This design comes from an exercise in tuning for small area, a short achievable clock period and few clock cycles on the open sky130 flow, not from production work.
No functional check of the RTL was part of any run shown here.

==> design/flow/design.v <==
module mdu_top(
    input           clk,
    input           rst_n,
    input           in_valid,
    input           in_div,
    input  [1:0]    in_signed,
    input  [63:0]   a,
    input  [63:0]   b,
    output          in_ready,
    output          out_valid,
    output [63:0]   out_hi,
    output [63:0]   out_lo
);
    reg         busy;
    reg         ov;
    reg         isdiv;
    reg         swap;       
    reg         rneg;       
    reg         dsub;       
    reg         qneg;       
    reg [4:0]   cnt;
    reg         align;      
    reg [6:0]   LA;
    reg [6:0]   LB;
    reg [63:0]  H;
    reg [63:0]  HB;         
    reg         F;          
    reg [6:0]   TZ;         
    reg [63:0]  L;
    reg [65:0]  X;
    reg [8:0]   DG;
    assign in_ready  = !busy;
    assign out_valid = ov;
    wire start = in_valid && !busy;
    wire        sa = in_signed[1] & a[63];
    wire        sb = (in_div ? in_signed[1] : in_signed[0]) & b[63];
    wire [6:0]  bla, blb;      
    lzc64 u_lza(.x(a ^ {64{sa}}), .bl(bla));
    lzc64 u_lzb(.x(b ^ {64{sb}}), .bl(blb));
    wire        swap_n = bla < blb;
    wire        msel   = start ? swap_n : swap;
    wire        ms     = msel ? sa : sb;
    wire [63:0] mv     = msel ? a : b;
    wire [72:0] mx     = {{8{ms}}, mv, 1'b0};
    wire [3:0]  g0     = swap_n ? bla[6:3] : blb[6:3];
    wire [3:0]  gnext  = start ? g0 : (cnt[3:0] - 4'd1);
    wire [8:0]  dg_next = mx[{gnext, 3'b000} +: 9];
    wire [65:0] xe = X;
    reg  [73:0] rows [0:3];
    reg  [3:0]  negs;
    integer m;
    always @(*) begin
        for (m = 0; m < 4; m = m + 1) begin : booth
            reg y1, y0, ym;
            reg one, two, ng;
            reg [65:0] pp;
            y1 = DG[2*m+2]; y0 = DG[2*m+1]; ym = DG[2*m];
            one = y0 ^ ym;
            two = (y1 & ~y0 & ~ym) | (~y1 & y0 & ym);
            ng  = y1 & ~(y0 & ym);
            pp  = ({66{one}} & xe) | ({66{two}} & {xe[64:0], 1'b0});
            pp  = pp ^ {66{ng}};
            negs[m] = ng;
            rows[m] = {8'b0, ~pp[65], pp[64:0]} << (2*m);
        end
    end
    localparam [73:0] CB = (74'd1 << 65) + (74'd1 << 67) + (74'd1 << 69) + (74'd1 << 71);
    localparam [73:0] CK = ~CB + 74'd1;
    wire [73:0] accw = {2'b0, L, 8'b0} | {67'b0, negs[3], 1'b0, negs[2], 1'b0, negs[1], 1'b0, negs[0]};
    function [147:0] csa(input [73:0] x, input [73:0] y, input [73:0] z);
        csa = {x ^ y ^ z, ((x & y) | (x & z) | (y & z)) << 1};
    endfunction
    wire [73:0] s1, c1, s2, c2, s3, c3, s4, c4;
    assign {s1, c1} = csa(accw, rows[0], rows[1]);
    assign {s2, c2} = csa(rows[2], rows[3], CK);
    assign {s3, c3} = csa(s1, c1, s2);
    assign {s4, c4} = csa(s3, c3, c2);
    wire [73:0] V = s4 + c4;
    wire [55:0] up_inc = H[55:0] + 56'd1;
    wire [55:0] up_dec = H[55:0] - 56'd1;
    wire [55:0] up = V[73] ? up_dec : (V[72] ? up_inc : H[55:0]);
    wire pa, pb;
    onehot64 u_pa(.v(a ^ {a[62:0], 1'b0}), .oh(pa));
    onehot64 u_pb(.v(b ^ {b[62:0], 1'b0}), .oh(pb));
    wire [6:0] la = bla + {6'b0, sa & pa};
    wire [6:0] lb = blb + {6'b0, sb & pb};
    wire       qz = la < lb;
    wire       bz = (b == 64'd0);
    wire [6:0] sdiff = LA - LB;
    wire [4:0] dcnt = sdiff[5:1];
    wire [65:0] Xs = (X << {dcnt, 1'b0}) | ({66{dsub}} & ~({66{1'b1}} << {dcnt, 1'b0}));
    wire [63:0] R   = F ? H : HB;
    wire [66:0] r0  = {{3{rneg & R[63]}}, R};
    wire [66:0] xa  = {X[65], X};
    wire [66:0] xb  = {{2{X[65]}}, X[65:1]};
    wire [66:0] t1  = r0 + xa + {66'b0, dsub};
    wire [66:0] t2b = r0 + xb + {66'b0, dsub};
    wire [66:0] cs_s = r0 ^ xa ^ xb;
    wire [66:0] cs_c = {(r0[65:0] & xa[65:0]) | (r0[65:0] & xb[65:0]) | (xa[65:0] & xb[65:0]), dsub};
    wire [66:0] t2a = cs_s + cs_c + {66'b0, dsub};
    wire ok1  = rneg ? (t1[66]  | (t1  == 67'd0)) : ~t1[66];
    wire ok2a = rneg ? (t2a[66] | (t2a == 67'd0)) : ~t2a[66];
    wire ok2b = rneg ? (t2b[66] | (t2b == 67'd0)) : ~t2b[66];
    wire ok2  = ok1 ? ok2a : ok2b;
    always @(posedge clk) begin
        if (!rst_n) begin
            busy <= 1'b0;
            ov   <= 1'b0;
        end else if (start) begin
            busy <= 1'b1;
            ov   <= in_div & (bz | qz);
        end else if (ov) begin
            busy <= 1'b0;
            ov   <= 1'b0;
        end else if (busy) begin
            ov   <= (cnt == 5'd0) & ~align;
        end
    end
    always @(posedge clk) begin
        if (start) begin
            isdiv <= in_div;
            swap  <= swap_n;
            rneg  <= sa;
            dsub  <= ~(sa ^ sb);
            qneg  <= in_div & (sa ^ sb) & ~bz & ~qz;
        end
    end
    always @(posedge clk) begin
        DG <= dg_next;
        if (start) begin
            if (in_div) begin
                H   <= a;
                F   <= 1'b1;
                TZ  <= 7'd64;
                L   <= bz ? (sa ? 64'd1 : {64{1'b1}}) : 64'd0;
                X   <= {sb, b, 1'b0} ^ {66{~(sa ^ sb)}};
                LA  <= la;
                LB  <= lb;
                align <= ~(bz | qz);
            end else begin
                H   <= 64'd0;
                F   <= 1'b1;
                L   <= 64'd0;
                X   <= swap_n ? {{2{sb}}, b} : {{2{sa}}, a};
                align <= 1'b0;
                cnt <= {1'b0, g0};
            end
        end else if (align) begin
            align <= 1'b0;
            cnt   <= dcnt;
            X     <= Xs;
        end else begin
            cnt <= cnt - 5'd1;
            if (isdiv) begin
                H  <= ok1 ? t2a[63:0] : t2b[63:0];
                HB <= ok1 ? t1[63:0] : R;
                F  <= ok2;
                L  <= {L[61:0], ok1, ok2};
                TZ <= ok2 ? 7'd0 : ok1 ? 7'd1 : (TZ[6] ? TZ : TZ + 7'd2);
                X <= {{2{X[65]}}, X[65:2]};
            end else begin
                H <= {up, V[71:64]};
                L <= V[63:0];
            end
        end
    end
    wire [63:0] above = ({64{1'b1}} << TZ[5:0]) << 1;
    assign out_hi = F ? H : HB;
    assign out_lo = L ^ ({64{qneg & ~TZ[6]}} & above);
endmodule
module lzc64(input [63:0] x, output [6:0] bl);
    wire [31:0] v1; wire [31:0] c1;
    wire [15:0] v2; wire [31:0] c2;
    wire [7:0]  v3; wire [23:0] c3;
    wire [3:0]  v4; wire [15:0] c4;
    wire [1:0]  v5; wire [9:0]  c5;
    wire        v6; wire [5:0]  c6;
    genvar i;
    generate
        for (i = 0; i < 32; i = i + 1) begin : l1
            assign v1[i] = x[2*i+1] | x[2*i];
            assign c1[i] = x[2*i+1];
        end
        for (i = 0; i < 16; i = i + 1) begin : l2
            assign v2[i] = v1[2*i+1] | v1[2*i];
            assign c2[2*i +: 2] = v1[2*i+1] ? {1'b1, c1[2*i+1]} : {1'b0, c1[2*i]};
        end
        for (i = 0; i < 8; i = i + 1) begin : l3
            assign v3[i] = v2[2*i+1] | v2[2*i];
            assign c3[3*i +: 3] = v2[2*i+1] ? {1'b1, c2[2*(2*i+1) +: 2]} : {1'b0, c2[2*(2*i) +: 2]};
        end
        for (i = 0; i < 4; i = i + 1) begin : l4
            assign v4[i] = v3[2*i+1] | v3[2*i];
            assign c4[4*i +: 4] = v3[2*i+1] ? {1'b1, c3[3*(2*i+1) +: 3]} : {1'b0, c3[3*(2*i) +: 3]};
        end
        for (i = 0; i < 2; i = i + 1) begin : l5
            assign v5[i] = v4[2*i+1] | v4[2*i];
            assign c5[5*i +: 5] = v4[2*i+1] ? {1'b1, c4[4*(2*i+1) +: 4]} : {1'b0, c4[4*(2*i) +: 4]};
        end
    endgenerate
    assign v6 = v5[1] | v5[0];
    assign c6 = v5[1] ? {1'b1, c5[9:5]} : {1'b0, c5[4:0]};
    assign bl = v6 ? ({1'b0, c6} + 7'd1) : 7'd0;
endmodule
module onehot64(input [63:0] v, output oh);
    wire [31:0] a1, m1; wire [15:0] a2, m2; wire [7:0] a3, m3;
    wire [3:0] a4, m4; wire [1:0] a5, m5;
    genvar i;
    generate
        for (i = 0; i < 32; i = i + 1) begin : l1
            assign a1[i] = v[2*i] | v[2*i+1];
            assign m1[i] = v[2*i] & v[2*i+1];
        end
        for (i = 0; i < 16; i = i + 1) begin : l2
            assign a2[i] = a1[2*i] | a1[2*i+1];
            assign m2[i] = m1[2*i] | m1[2*i+1] | (a1[2*i] & a1[2*i+1]);
        end
        for (i = 0; i < 8; i = i + 1) begin : l3
            assign a3[i] = a2[2*i] | a2[2*i+1];
            assign m3[i] = m2[2*i] | m2[2*i+1] | (a2[2*i] & a2[2*i+1]);
        end
        for (i = 0; i < 4; i = i + 1) begin : l4
            assign a4[i] = a3[2*i] | a3[2*i+1];
            assign m4[i] = m3[2*i] | m3[2*i+1] | (a3[2*i] & a3[2*i+1]);
        end
        for (i = 0; i < 2; i = i + 1) begin : l5
            assign a5[i] = a4[2*i] | a4[2*i+1];
            assign m5[i] = m4[2*i] | m4[2*i+1] | (a4[2*i] & a4[2*i+1]);
        end
    endgenerate
    assign oh = (a5[0] | a5[1]) & ~(m5[0] | m5[1] | (a5[0] & a5[1]));
endmodule
==> design/flow/run.sh <==
#!/bin/bash
# synth_recipe.tcl (not shown) runs the flow's synth.tcl, then flattens the netlist and writes it again
# the make line also repeats each setting of config.mk as NAME=value (left out here)
make -C /OpenROAD-flow-scripts/flow DESIGN_CONFIG=/design/flow/config.mk WORK_HOME=/design/flow/orfs CLKGATE_MAP_FILE= SYNTH_SCRIPT=/design/flow/synth_recipe.tcl finish
==> design/flow/config.mk <==
export PLATFORM = sky130hd
export DESIGN_NAME = mdu_top
export DESIGN_NICKNAME = mdu_top
export VERILOG_FILES = /design/flow/design.v
export SDC_FILE = /design/flow/constraint.sdc
export NUM_CORES = 4
export LEC_CHECK = 0
export CAP_MARGIN = 20
export CORE_MARGIN = 2
export CORE_UTILIZATION = 40
export PLACE_DENSITY = 0.6
export SLEW_MARGIN = 20
==> design/flow/constraint.sdc <==
create_clock -name core_clock -period 7.0 [get_ports {clk}]
set_input_delay 1.4000 -clock core_clock [delete_from_list [all_inputs] [get_ports {clk}]]
set_output_delay 1.4000 -clock core_clock [all_outputs]
set_load 0.01 [all_outputs]
==> results by group, run 1 <==
Clock tree
  • Clk root buf: clkbuf_16
  • Clk buf depth: 3
  • CTS Sinks: 300
  • Clk slew on worst S/H paths: 60 ps
  • # H-tree levels: 2
  • CTS tree: done
  • Latest clock arrival within the worst-skew pair: 660 ps
  • Num CTS Buffers: 43
  • Hold_buf cts: 0

Floorplan
  • Die Y-Extent: 392 µm
  • FP Rows: 142
  • Core area: around 150000 µm²
  • Chip width: 392 µm
  • Initial Util: 0.402
  • DIE AREA: about 150000 µm²
  • I/O pin count: 264

Placement
  • Post-DP Area: about 72000 µm²
  • Pre-CTS setup slack: -1200 ps
  • GPL Wtd Cong: 1.09
  • Hpwl dp: 262000 µm
  • PortBufs: 263
  • DP Cell Count: ~11000

Logic synthesis
  • Sequential share of the synthesized area: 0.147
  • Post-synth top area cell: edfxtp_1
  • Ranking of synthesized cells by area: edfxtp_1 14%, fa_1 8.7%, ha_1 8.5%, xor2_1 5.9%, a21oi_1 5.0%
  • EDFF count, synth: 286
  • Syn_nets: 8612
  • Cell variety after synth: between 100 and 150
  • Synth Cell Area: 60200 µm²
  • Synth cell count leaders: 753 x nand2_1, 605 x a21oi_1, 582 x inv_1
  • #FFs+latches synth: 300
  • Most used DFF post-synth: edfxtp_1
  • FFs w/ async S/R, synth: 0
  • Synth warnings: 2
  • Most common cell in the netlist: nand2_1
  • Synth Instances: a little under 8000
  • Top-area cell type share of the netlist area: 0.143
  • Mapped Avg Cell Area: slightly below 8 µm²

Critical path
  • Critical path type: register to register
  • Worst endpoint data arrival time: 7610 ps
  • Reg2reg setup slack: -220 ps
  • Reg2Reg Launch Point: DG[7]$_DFF_P_
  • Slowest cell delay on critical path: 510 ps
  • CP Capture Type: register
  • Worst setup SP type: register
  • Setup crit end: H[43]$_DFFE_PP_
  • Worst Reg2Reg Path Length in Cells: 28
  • Critical Path RT: 7390 ps
  • Crit-path max FO: 17
  • Crit-path slowest cell: fa_1
  • Worst flop-to-flop path endpoint: H[43]$_DFFE_PP_
  • Setup crit start: DG[7]$_DFF_P_

Detailed routing
  • Routed vias/inst: 6.40
  • Detailed-route wire length: roughly 320000 µm
  • DRC viols: 0
  • First-pass DRT Iterations: 9
  • Wire per inst: 30.1 µm
  • Post-route ant nets: 0
  • DRT iter0 DRCs: 8996
  • Vias: about 69000

Timing
  • Setup tns final: -496 ps
  • Worst Skew: 35.0 ps
  • Final setup viols: 5
  • Final hold viol count: 0
  • Least-Margin Pin Slew: 1180 ps
  • RSZ-0062 raised after global routing: true
  • Final critical-path required period: 7220 ps
  • Final slew viol count: 0
  • Crit share post-route: 1.03
  • Slew margin rel.: 0.210
  • Worst setup margin: -219 ps
  • F_max: 0.139 GHz

Global routing
  • First-pass GRT wire length: 454000 µm
  • Initial antenna violation count: 21
  • Largest net degree at the start of global routing: 100
  • Vias in the first global route: 64500
  • Remaining Overflow, GRT: 0
  • Gr usage total: 0.403

Cells and area
  • Final core utilization: 0.505
  • Cell Count, Final, Fillers Out: approximately 11000
  • Area Overhead vs Synth: 25.5%
  • Nets@finish: about 9500
  • Layout cell share with drive strength beyond 1: 0.192
  • Post-route cell area: 75600 µm²

Outcome
  • Layout check faults: setup timing
  • Run status: finished with violations

Hold path
  • Min-delay src: busy$_SDFFE_PN0P_
  • Min-delay worst type: register to register

Run
  • Max-cap violation count: 0
-- registers in the layout, indices dropped and copies added (netlist names), 5 cells and up --
| name | flops |
|---|---|
| H | 64 |
| LA | 6 |
| X | 66 |
| TZ | 7 |
| L | 64 |
| HB | 64 |
| DG | 9 |
| cnt | 5 |
| LB | 6 |
-- metal layers --
metal  GRT usage  up-vias  share of wire
li1            -    30100              -
met1       0.543    33100           0.40
met2       0.589     4430           0.41
met3       0.100      929           0.12
met4       0.218       20          0.068
met5           0        -        0.00043
-- worst min-delay path by stage --
stage,end,slack [ps],cells past startpoint
after floorplan,ov$_SDFF_PN0_,480,2
after global placement,busy$_SDFFE_PN0P_,580,2
after detailed placement,busy$_SDFFE_PN0P_,590,2
after CTS,busy$_SDFFE_PN0P_,600,2
after global routing,busy$_SDFFE_PN0P_,620,2
final,busy$_SDFFE_PN0P_,590,2
-- cells in the final DEF, fill, tap and decap left out, drive strengths merged, types with 86 or more instances in the layout --
cell type	synthesis	final
a21o	145	145
a21oi	606	606
a22oi	298	298
a31oi	94	94
buf	104	1160
clkdlybuf4s50	0	256
edfxtp	286	286
fa	261	261
ha	408	408
inv	588	591
mux2	98	98
mux2i	299	299
nand2	754	754
nand3	142	142
nand4	134	134
nor2	447	447
nor3	134	134
nor4	86	86
o211ai	100	100
o21ai	474	474
xnor2	325	325
xor2	406	406
-- critical path, delay by kind of cell, from the launching register on --
kind	cells	cell delay, ps
adder cells (fa/ha/maj)	5	1770
AND/OR/NAND/NOR	2	500
flip-flops	1	420
AO/OA/AOI/OAI	12	2860
XOR/XNOR	2	410
buffers and inverters	7	1010
-- logic make-up after synthesis --
family | share of synthesized area
buffers and inverters | 0.0767
AOI/OAI and AO/OA | 0.262
adders and majority gates | 0.172
xor gates and xnor gates | 0.106
and+or+nand+nor | 0.168
muxes | 0.0685
DFF | 0.147
-- layout make-up --
cell class                      count  area (µm²)
Sequential cell                   300        8900
Clock buffer                       51        1140
Tap cell                         2016        2520
Clock inverter                     26         240
Timing Repair Buffer             1426       12100
Multi-Input combinational cell   6305       48500
Antenna cell                        5        12.5
Inverter                          590        2220
Fill cell                       14600       74100
-- repair_timing --
action	in CTS	in global routing
resized for setup	133	219
pin swaps	59	120
gates cloned	0	3
setup endpoints to repair	70	125
hold endpoints to repair	0	0
buffers inserted	15	22
-- metrics by stage --
step | hold slack, ps
floorplan | 481
global placement | 578
detailed placement | 590
CTS | 602
global route | 625
finish | 588
==> run 2: changes to the inputs <==
--- a/design/flow/design.v
+++ b/design/flow/design.v
@@ -24,7 +24,4 @@
     reg [6:0]   LB;
     reg [63:0]  H;
-    reg [63:0]  HB;         
-    reg         F;          
-    reg [6:0]   TZ;         
     reg [63:0]  L;
     reg [65:0]  X;
@@ -89,18 +86,21 @@
     wire [6:0] sdiff = LA - LB;
     wire [4:0] dcnt = sdiff[5:1];
-    wire [65:0] Xs = (X << {dcnt, 1'b0}) | ({66{dsub}} & ~({66{1'b1}} << {dcnt, 1'b0}));
-    wire [63:0] R   = F ? H : HB;
-    wire [66:0] r0  = {{3{rneg & R[63]}}, R};
-    wire [66:0] xa  = {X[65], X};
-    wire [66:0] xb  = {{2{X[65]}}, X[65:1]};
-    wire [66:0] t1  = r0 + xa + {66'b0, dsub};
-    wire [66:0] t2b = r0 + xb + {66'b0, dsub};
-    wire [66:0] cs_s = r0 ^ xa ^ xb;
-    wire [66:0] cs_c = {(r0[65:0] & xa[65:0]) | (r0[65:0] & xb[65:0]) | (xa[65:0] & xb[65:0]), dsub};
-    wire [66:0] t2a = cs_s + cs_c + {66'b0, dsub};
-    wire ok1  = rneg ? (t1[66]  | (t1  == 67'd0)) : ~t1[66];
-    wire ok2a = rneg ? (t2a[66] | (t2a == 67'd0)) : ~t2a[66];
-    wire ok2b = rneg ? (t2b[66] | (t2b == 67'd0)) : ~t2b[66];
-    wire ok2  = ok1 ? ok2a : ok2b;
+    wire [65:0] Xs = X << {dcnt, 1'b0};
+    function [65:0] dstep(input [66:0] r, input [66:0] d, input sub, input neg);
+        reg [66:0] q, t;
+        reg        z, ok;
+        begin
+            q = d ^ {67{sub}};
+            t = r + q + {66'b0, sub};
+            z = sub ? (q == ~r) : ((r ^ q) == {r[65:0] | q[65:0], 1'b0});
+            ok = neg ? (t[66] | z) : ~t[66];
+            dstep = {ok, ok ? t[64:0] : r[64:0]};
+        end
+    endfunction
+    wire [66:0] r0 = {{3{rneg & H[63]}}, H};
+    wire [65:0] st1 = dstep(r0, {X[65], X}, dsub, rneg);
+    wire [66:0] r1 = {{2{st1[64]}}, st1[64:0]};
+    wire [66:0] r1x = {{3{rneg & st1[63]}}, st1[63:0]};
+    wire [65:0] st2 = dstep(r1x, {{2{X[65]}}, X[65:1]}, dsub, rneg);
     always @(posedge clk) begin
         if (!rst_n) begin
@@ -131,8 +131,6 @@
             if (in_div) begin
                 H   <= a;
-                F   <= 1'b1;
-                TZ  <= 7'd64;
                 L   <= bz ? (sa ? 64'd1 : {64{1'b1}}) : 64'd0;
-                X   <= {sb, b, 1'b0} ^ {66{~(sa ^ sb)}};
+                X   <= {sb, b, 1'b0};
                 LA  <= la;
                 LB  <= lb;
@@ -140,5 +138,4 @@
             end else begin
                 H   <= 64'd0;
-                F   <= 1'b1;
                 L   <= 64'd0;
                 X   <= swap_n ? {{2{sb}}, b} : {{2{sa}}, a};
@@ -153,9 +150,6 @@
             cnt <= cnt - 5'd1;
             if (isdiv) begin
-                H  <= ok1 ? t2a[63:0] : t2b[63:0];
-                HB <= ok1 ? t1[63:0] : R;
-                F  <= ok2;
-                L  <= {L[61:0], ok1, ok2};
-                TZ <= ok2 ? 7'd0 : ok1 ? 7'd1 : (TZ[6] ? TZ : TZ + 7'd2);
+                H <= st2[63:0];
+                L <= {L[61:0], st1[65], st2[65]};
                 X <= {{2{X[65]}}, X[65:2]};
             end else begin
@@ -165,7 +159,6 @@
         end
     end
-    wire [63:0] above = ({64{1'b1}} << TZ[5:0]) << 1;
-    assign out_hi = F ? H : HB;
-    assign out_lo = L ^ ({64{qneg & ~TZ[6]}} & above);
+    assign out_hi = H;
+    assign out_lo = qneg ? (~L + 64'd1) : L;
 endmodule
 module lzc64(input [63:0] x, output [6:0] bl);
==> run 2 against run 1 <==
  * The layout still fails its checks (setup timing)
  * Die area fell by 11%
  * Critical path depth rose by 8
  * Utilization rose by 6.6 points
  * Cell count fell by 1.4%
  * Flip-flop and latch count fell by 72
  * Synthesized area fell by 12%
  * Setup slack got worse by 490 ps
==> results by group, run 2 <==
Logic synthesis
  • Sequential share of the synthesized area: 0.126
  • Most used DFF post-synth: edfxtp_1
  • Synth cell count leaders: 700 x inv_1, 560 x a21oi_1, 536 x clkbuf_1
  • Synth Instances: 7083
  • Post-synthesis mux area share: 0.0530
  • Mapped Avg Cell Area: 7.53 µm²
  • Syn_nets: 7880
  • Largest family of logic cells by synthesized area: compound AO/OA/AOI/OAI gates
  • Compound-Gate Fraction of Synth Area: 0.257
  • Post-synth top area cell: edfxtp_1
  • EDFF count, synth: 215
  • Area share of and/or/nand/nor cells after synthesis: 0.161
  • Ranking of synthesized cells by area: edfxtp_1 12%, ha_1 11%, fa_1 7.2%, xnor2_1 6.8%, xor2_1 6.0%
  • #FFs+latches synth: 228
  • Most common cell in the netlist: inv_1
  • Synthesized-area fraction occupied by xor and xnor cells: 0.128
  • Synth Cell Area: 53300 µm²
  • Cell variety after synth: 91
  • Synth warnings: 2
  • Adder-cell share of the synthesized area: 0.183
  • FFs w/ async S/R, synth: 0
  • Top-area cell type share of the netlist area: 0.121

Placement
  • PortBufs: 263
  • GPL Wtd Cong: 1.10
  • Post-DP Area: roughly 72000 µm²
  • Hpwl dp: 267000 µm

Timing
  • Crit share post-route: 1.10
  • Final critical-path required period: ~7700 ps
  • RSZ-0062 raised after global routing: true
  • Setup tns final: -36550 ps
  • Worst hold margin: around 600 ps
  • Least-Margin Pin Slew: about 1200 ps
  • Final setup viols: 74
  • Final hold viol count: 0
  • Worst setup margin: -711 ps
  • Slew margin rel.: 0.202
  • F_max: 0.130 GHz
  • Worst Skew: 43.6 ps
  • Final slew viol count: 0

Outcome
  • Run status: finished with violations
  • Layout check faults: setup timing

Detailed routing
  • Detailed-route wire length: around 320000 µm
  • Wire per inst: 30.5 µm
  • Routed vias/inst: between 6 and 7
  • DRC viols: 0
  • First-pass DRT Iterations: 9
  • Vias: 65600
  • Post-route ant nets: 0
  • DRT iter0 DRCs: roughly 10000

Floorplan
  • Chip width: roughly 370 µm
  • FP Rows: 133
  • DIE AREA: between 100000 and 150000 µm²
  • Initial Util: 0.404
  • Die Y-Extent: 369 µm
  • Core area: 132000 µm²
  • I/O pin count: 264

Global routing
  • Vias in the first global route: 62000
  • Initial antenna violation count: 16
  • Gr usage total: 0.456
  • First-pass GRT wire length: ~450000 µm
  • Remaining Overflow, GRT: 0
  • Largest net degree at the start of global routing: approximately 130

Cells and area
  • Fill count: ~12000
  • Largest Register: X
  • Commonest non-fill, non-tap cell in the layout: buf_4
  • Final core utilization: 0.571
  • Area Overhead vs Synth: 41.1%
  • Most frequent cells in the layout: 1888 x buf_4, 698 x inv_1, 523 x a21oi_1, 470 x nand2_1, 437 x nor2_1
  • Post-route cell area: 75200 µm²
  • Layout cell share with drive strength beyond 1: 0.274
  • Nets@finish: 9576
  • Max reg flops: 66
  • Largest regs: X x66, H x64, L x64

Critical path
  • CP Capture Type: register
  • Worst endpoint data arrival time: 8060 ps
  • Crit path top cell by count: buf_4
  • Slowest cell delay on critical path: about 400 ps
  • Crit-path slowest cell: or3_1
  • Critical path type: register to register
  • Critical Path RT: 7350 ps
  • Crit-path max FO: 17
  • Worst setup SP type: register

Clock tree
  • Clk slew on worst S/H paths: roughly 70 ps
  • Num CTS Buffers: 34
  • Latest clock arrival within the worst-skew pair: 640 ps
  • Hold_buf cts: 0
  • Clk root buf: clkbuf_16
  • Clk buf depth: 3
  • CTS Sinks: around 230
  • CTS tree: done
  • # H-tree levels: 2

Run
  • Max-cap violation count: 0

Hold path
  • Min-delay worst type: register to register
## run 2: cell types whose count changed after synthesis, sizes merged, moves of 45 or more
cell	delta
a21oi	-46
buf	-45
edfxtp	-71
fa	-68
ha	+62
inv	+114
mux2	-81
mux2i	-54
nand2	-277
o21ai	-114
xnor2	+91
## run 2: worst max-delay path: cells and delay by family, from the launching register on
family,cells,cell delay [ps]
muxes,1,190
and+or+nand+nor,9,1520
buffers and inverters,11,1820
AOI/OAI and AO/OA,12,2740
xor gates and xnor gates,1,190
DFF,1,380
adders and majority gates,2,520
## run 2: stage by stage
| stage | worst slack, ps | instances |
|---|---|---|
| after floorplan | 0.399 | 7083 |
| after global placement | -1560 | 10500 |
| after detailed placement | -1590 | 10500 |
| after CTS | -471 | 10600 |
| after global routing | -860 | 10600 |
| final | -711 | 10600 |
## run 2: area by class of cell
class	instances	area (µm²)	share of cell area
multi-input combinational	5552	43700	0.581
antenna	10	25.0	0.000333
sequential	228	6720	0.0893
clock buffer	39	891	0.0118
inverter	707	2660	0.0354
timing repair buffer	2256	18800	0.250
clock inverter	19	225	0.00299
tap	1755	2200	0.0292
## run 2: repair_timing
action / in CTS / in global routing
setup buffers: 34 / 1
pin swaps: 51 / 22
gates resized for setup: 298 / 104
hold endpoints to repair: 0 / 0
gates cloned: 6 / 0
endpoints found under the setup margin: 88 / 100
## run 2: logic make-up after synthesis
group | Yosys count
buffers and inverters | 1303
adder cells (fa/ha/maj) | 665
AO/OA/AOI/OAI | 2072
XOR/XNOR | 779
AND/OR/NAND/NOR | 1766
multiplexers | 270
flip-flops | 228
## run 2: layer usage
layer  part of all wire  global-route usage  vias up  wire length, µm
met2               0.39               0.633     4503           126000
met1               0.40               0.620    31600           130000
met3               0.13               0.126      813            41200
li1                   -                   -    28700                -
met5            0.00021             0.00178        -               69
met4              0.079               0.285        8            25300
## run 2: final timing paths
check	slack, ps	to	from	cells after the start
worst min-delay path	620	busy$_SDFFE_PN0P_	busy$_SDFFE_PN0P_	2
worst max register to register	-710	H[41]$_DFFE_PP_	dsub$_DFFE_PP_	36
worst max-delay path	-710	H[41]$_DFFE_PP_	dsub$_DFFE_PP_	36
worst min register to register	620	busy$_SDFFE_PN0P_	busy$_SDFFE_PN0P_	2
==> run 3: changes to the inputs <==
--- a/design/flow/design.v
+++ b/design/flow/design.v
@@ -20,7 +20,5 @@
     reg         qneg;       
     reg [4:0]   cnt;
-    reg         align;      
-    reg [6:0]   LA;
-    reg [6:0]   LB;
+    reg [4:0]   SH;
     reg [63:0]  H;
     reg [63:0]  L;
@@ -77,14 +75,23 @@
     wire [55:0] up_dec = H[55:0] - 56'd1;
     wire [55:0] up = V[73] ? up_dec : (V[72] ? up_inc : H[55:0]);
-    wire pa, pb;
-    onehot64 u_pa(.v(a ^ {a[62:0], 1'b0}), .oh(pa));
-    onehot64 u_pb(.v(b ^ {b[62:0], 1'b0}), .oh(pb));
-    wire [6:0] la = bla + {6'b0, sa & pa};
-    wire [6:0] lb = blb + {6'b0, sb & pb};
-    wire       qz = la < lb;
+    wire pa = sa & onehot64(a ^ {a[62:0], 1'b0});
+    wire pb = sb & onehot64(b ^ {b[62:0], 1'b0});
+    wire [7:0] sdiff = {1'b0, bla} + {7'b0, pa} - {1'b0, blb} - {7'b0, pb};
+    wire       qz = sdiff[7];
     wire       bz = (b == 64'd0);
-    wire [6:0] sdiff = LA - LB;
     wire [4:0] dcnt = sdiff[5:1];
-    wire [65:0] Xs = X << {dcnt, 1'b0};
+    wire [65:0] Xs = X << {SH, 1'b0};
+    function onehot64(input [63:0] v);
+        integer j;
+        reg seen, bad;
+        begin
+            seen = 1'b0; bad = 1'b0;
+            for (j = 0; j < 64; j = j + 1) begin
+                bad = bad | (seen & v[j]);
+                seen = seen | v[j];
+            end
+            onehot64 = seen & ~bad;
+        end
+    endfunction
     function [65:0] dstep(input [66:0] r, input [66:0] d, input sub, input neg);
         reg [66:0] q, t;
@@ -99,8 +106,8 @@
     endfunction
     wire [66:0] r0 = {{3{rneg & H[63]}}, H};
-    wire [65:0] st1 = dstep(r0, {X[65], X}, dsub, rneg);
+    wire [65:0] st1 = dstep(r0, {Xs[65], Xs}, dsub, rneg);
     wire [66:0] r1 = {{2{st1[64]}}, st1[64:0]};
     wire [66:0] r1x = {{3{rneg & st1[63]}}, st1[63:0]};
-    wire [65:0] st2 = dstep(r1x, {{2{X[65]}}, X[65:1]}, dsub, rneg);
+    wire [65:0] st2 = dstep(r1x, {{2{Xs[65]}}, Xs[65:1]}, dsub, rneg);
     always @(posedge clk) begin
         if (!rst_n) begin
@@ -114,5 +121,5 @@
             ov   <= 1'b0;
         end else if (busy) begin
-            ov   <= (cnt == 5'd0) & ~align;
+            ov   <= (cnt == 5'd0);
         end
     end
@@ -124,33 +131,25 @@
             dsub  <= ~(sa ^ sb);
             qneg  <= in_div & (sa ^ sb) & ~bz & ~qz;
-        end
-    end
-    always @(posedge clk) begin
-        DG <= dg_next;
-        if (start) begin
+            DG    <= dg_next;
             if (in_div) begin
                 H   <= a;
                 L   <= bz ? (sa ? 64'd1 : {64{1'b1}}) : 64'd0;
                 X   <= {sb, b, 1'b0};
-                LA  <= la;
-                LB  <= lb;
-                align <= ~(bz | qz);
+                SH  <= dcnt;
+                cnt <= dcnt;
             end else begin
                 H   <= 64'd0;
                 L   <= 64'd0;
                 X   <= swap_n ? {{2{sb}}, b} : {{2{sa}}, a};
-                align <= 1'b0;
                 cnt <= {1'b0, g0};
             end
-        end else if (align) begin
-            align <= 1'b0;
-            cnt   <= dcnt;
-            X     <= Xs;
-        end else begin
+        end else if (busy && !ov) begin
             cnt <= cnt - 5'd1;
+            DG  <= dg_next;
             if (isdiv) begin
                 H <= st2[63:0];
                 L <= {L[61:0], st1[65], st2[65]};
-                X <= {{2{X[65]}}, X[65:2]};
+                X  <= {{2{Xs[65]}}, Xs[65:2]};
+                SH <= 5'd0;
             end else begin
                 H <= {up, V[71:64]};
@@ -196,30 +195,2 @@
     assign bl = v6 ? ({1'b0, c6} + 7'd1) : 7'd0;
 endmodule
-module onehot64(input [63:0] v, output oh);
-    wire [31:0] a1, m1; wire [15:0] a2, m2; wire [7:0] a3, m3;
-    wire [3:0] a4, m4; wire [1:0] a5, m5;
-    genvar i;
-    generate
-        for (i = 0; i < 32; i = i + 1) begin : l1
-            assign a1[i] = v[2*i] | v[2*i+1];
-            assign m1[i] = v[2*i] & v[2*i+1];
-        end
-        for (i = 0; i < 16; i = i + 1) begin : l2
-            assign a2[i] = a1[2*i] | a1[2*i+1];
-            assign m2[i] = m1[2*i] | m1[2*i+1] | (a1[2*i] & a1[2*i+1]);
-        end
-        for (i = 0; i < 8; i = i + 1) begin : l3
-            assign a3[i] = a2[2*i] | a2[2*i+1];
-            assign m3[i] = m2[2*i] | m2[2*i+1] | (a2[2*i] & a2[2*i+1]);
-        end
-        for (i = 0; i < 4; i = i + 1) begin : l4
-            assign a4[i] = a3[2*i] | a3[2*i+1];
-            assign m4[i] = m3[2*i] | m3[2*i+1] | (a3[2*i] & a3[2*i+1]);
-        end
-        for (i = 0; i < 2; i = i + 1) begin : l5
-            assign a5[i] = a4[2*i] | a4[2*i+1];
-            assign m5[i] = m4[2*i] | m4[2*i+1] | (a4[2*i] & a4[2*i+1]);
-        end
-    endgenerate
-    assign oh = (a5[0] | a5[1]) & ~(m5[0] | m5[1] | (a5[0] & a5[1]));
-endmodule
==> run 3 against run 2 <==
  * The layout still fails its checks (setup timing)
  * Critical path type is now input pin to register
  * Final area up 7.2%
  * Via count down 0.90%
  * Sequential share of layout area down 0.78 points
  * Maximum frequency down 22%
  * Setup slack worse by 2100 ps
  * Synthesized area down 2.1%
==> results by group, run 3 <==
Timing
  • Crit share post-route: 1.41
  • RSZ-0062 raised after global routing: true
  • F_max: around 0.10 GHz
  • Final hold viol count: 0
  • Final critical-path required period: 9850 ps
  • Worst Skew: 29.0 ps
  • Worst setup margin: -2850 ps
  • Least-Margin Pin Slew: 1050 ps
  • Slew margin rel.: 0.301
  • Final slew viol count: 0
  • Final setup viols: 84

Cells and area
  • Area Overhead vs Synth: 54.6%
  • Post-route cell area: 80600 µm²
  • Largest regs: X x66, H x64, L x64
  • Fill count: about 12000
  • Nets@finish: 9899
  • Register Area: 6580 µm²
  • Footprint of the multi-input gates: 45000 µm²
  • Most frequent cells in the layout: 2355 x buf_4, 671 x inv_1, 464 x nand2_1, 461 x xnor2_1, 412 x a21oi_1
  • Largest Register: X
  • Max reg flops: 66
  • Commonest non-fill, non-tap cell in the layout: buf_4
  • Layout cell share with drive strength beyond 1: 0.365

Clock tree
  • Clk slew on worst S/H paths: roughly 70 ps
  • # H-tree levels: 2
  • CTS Sinks: 220
  • CTS tree: done
  • Clk buf depth: 3
  • Num CTS Buffers: 36
  • Clk root buf: clkbuf_16
  • Latest clock arrival within the worst-skew pair: ~640 ps
  • Hold_buf cts: 0

Logic synthesis
  • Synth warnings: 2
  • Syn_nets: 7666
  • Top-area cell type share of the netlist area: 0.125
  • Synth cell count leaders: 712 x inv_1, 520 x clkbuf_1, 504 x xnor2_1
  • FFs w/ async S/R, synth: 0
  • Synth Cell Area: 52200 µm²
  • Synth Instances: 6866
  • Most used DFF post-synth: edfxtp_1
  • Post-synth top area cell: edfxtp_1
  • Sequential share of the synthesized area: 0.126
  • Most common cell in the netlist: inv_1
  • Ranking of synthesized cells by area: edfxtp_1 12%, ha_1 11%, xnor2_1 8.5%, fa_1 7.5%, inv_1 5.1%
  • EDFF count, synth: 217
  • Cell variety after synth: 93
  • #FFs+latches synth: 220
  • Mapped Avg Cell Area: 7.60 µm²

Detailed routing
  • Detailed-route wire length: 303000 µm
  • First-pass DRT Iterations: 8
  • Post-route ant nets: 0
  • Vias: 65000
  • DRT iter0 DRCs: 8678
  • Routed vias/inst: around 6
  • DRC viols: 0
  • Wire per inst: 27.8 µm

Critical path
  • Worst setup SP type: input pin
  • Crit path max-delay family: simple AND/OR/NAND/NOR gates
  • Crit-path max FO: 9
  • Crit path top cell by count: or4_4
  • Critical Path RT: 7510 ps
  • Slowest cell delay on critical path: 580 ps
  • Worst Reg2Reg Path Length in Cells: between 40 and 50
  • Reg2reg setup slack: -2190 ps
  • CP Capture Type: register
  • Worst endpoint data arrival time: 10360 ps
  • Crit-path slowest cell: fa_1
  • Reg2Reg Launch Point: SH[1]$_SDFFCE_PN0P_
  • Critical path type: input pin to register
  • Worst flop-to-flop path endpoint: H[57]$_DFFE_PP_
  • Worst path buffer plus inverter count: 3

Placement
  • PortBufs: 263
  • Pre-CTS setup slack: -4410 ps
  • Post-DP Area: 73700 µm²
  • Hpwl dp: 249000 µm
  • GPL Wtd Cong: 1.07

Global routing
  • Remaining Overflow, GRT: 0
  • Initial antenna violation count: 23
  • First-pass GRT wire length: 425000 µm
  • Vias in the first global route: between 60000 and 70000
  • Gr usage total: 0.437
  • Largest net degree at the start of global routing: 90

Outcome
  • Layout check faults: setup timing
  • Run status: finished with violations

Floorplan
  • Core area: 129000 µm²
  • Die Y-Extent: approximately 370 µm
  • Chip width: roughly 370 µm
  • DIE AREA: about 130000 µm²
  • Initial Util: 0.403
  • I/O pin count: 264
  • FP Rows: between 100 and 150

Run
  • Max-cap violation count: 0

Hold path
  • Min-delay src: busy$_SDFFE_PN0P_
  • Min-delay worst type: register to register
  • Hold Path Depth: 2
  • Hold path endpoint: ov$_SDFF_PN0_
[run 3: cell types whose count changed after synthesis, moves of 37 or more]
cell / change
a21oi_1: -84
o21ai_0: +67
o211ai_1: -38
xor2_1: -107
mux2i_1: -96
nand3_1: -37
xnor2_1: +88
a211oi_1: +51
mux4_2: +40
[run 3: worst max path at each step]
stage | startpoint | end | slack (ps) | depth (start not counted)
finish | b[2] | ov$_SDFF_PN0_ | -2850 | 38
global placement | b[2] | ov$_SDFF_PN0_ | -4360 | 40
detailed placement | b[2] | ov$_SDFF_PN0_ | -4410 | 40
floorplan | b[2] | qneg$_DFFE_PP_ | -2740 | 37
CTS | b[2] | ov$_SDFF_PN0_ | -2850 | 39
global route | b[2] | qneg$_DFFE_PP_ | -3060 | 38
[run 3: worst min-delay path, stage by stage, from the launching register on]
cell and delay, ps:
dfxtp_1 360, a32oi_1 190, nor2b_1 60
[run 3: cell type report]
class                   instances  share of cell area
diodes                          7            0.000217
clock buffers                  43              0.0120
clock inverters                21             0.00377
inverters                     719              0.0338
multi-input cells            5345               0.558
flip-flops and latches        220              0.0815
well taps                    1742              0.0270
repair buffers               2777               0.283
[run 3: logic make-up after synthesis]
group | count (synthesis) | share of synthesized area
XOR/XNOR | 760 | 0.128
multiplexers | 228 | 0.0560
AND/OR/NAND/NOR | 1687 | 0.156
adder cells (fa/ha/maj) | 672 | 0.189
buffers and inverters | 1302 | 0.0939
AO/OA/AOI/OAI | 1997 | 0.251
flip-flops | 220 | 0.126
[run 3: through the flow]
stage	instances	setup TNS (ps)	util	hold WS [ps]
finish	10900	-161990	0.623	639
global route	10900	-175840	0.623	639
CTS	10800	-145840	0.607	615
detailed placement	10700	-295540	0.569	618
global placement	10700	-285600	0.569	645
floorplan	6866	-86050	-	503
[run 3: timing repair]
item                       4_1_cts  5_1_grt
hold endpoints to repair         0        0
setup endpoints to repair      140      156
setup buffers                   88       74
resized for setup              622      341
gates cloned                    10        4
pin swaps                      101      148
[run 3: layer usage]
metal | vias up | wire length (µm) | global-route usage
li1 | 28800 | - | -
met5 | - | 82 | 0
met1 | 31500 | 125000 | 0.601
met3 | 785 | 35700 | 0.107
met2 | 3866 | 124000 | 0.634
met4 | 14 | 18400 | 0.216

afterwards: timing with drivers on the ports:
No port has a modelled driver above. Below, the same layouts with a new extraction and two added sets of constraints.
Step 1: set_driving_cell puts a clkbuf_16 on clk and a buf_2 on each other input, an assumption about the parent block.
Step 2 moves the port delays by t, midway between the first and last clock arrival at a register: inputs arrive t later, outputs are due t later. That takes back most of the time a late clock gives input paths.
Slacks: no drivers / after step 1 / after step 2; pairs: no drivers / after step 1.
| run | t, ns | slack for setup (ns) | worst setup path after step 2 | latest minus earliest clock arrival (ns) | worst data-port slew with drivers (ns) |
|---|---|---|---|---|---|
| run 1 | 0.732 | -0.219 / -0.219 / -0.482 | input to register | 0.035 / 0.035 | 0.10 |
| run 2 | 0.700 | -0.711 / -0.711 / -0.711 | register to register | 0.044 / 0.044 | 0.16 |
| run 3 | 0.704 | -2.845 / -2.815 / -3.520 | input to register | 0.029 / 0.029 | 0.12 |
For run 3, which loses most, drivers alone change the setup slack by +0.030 ns; drivers and shift together by -0.675 ns.
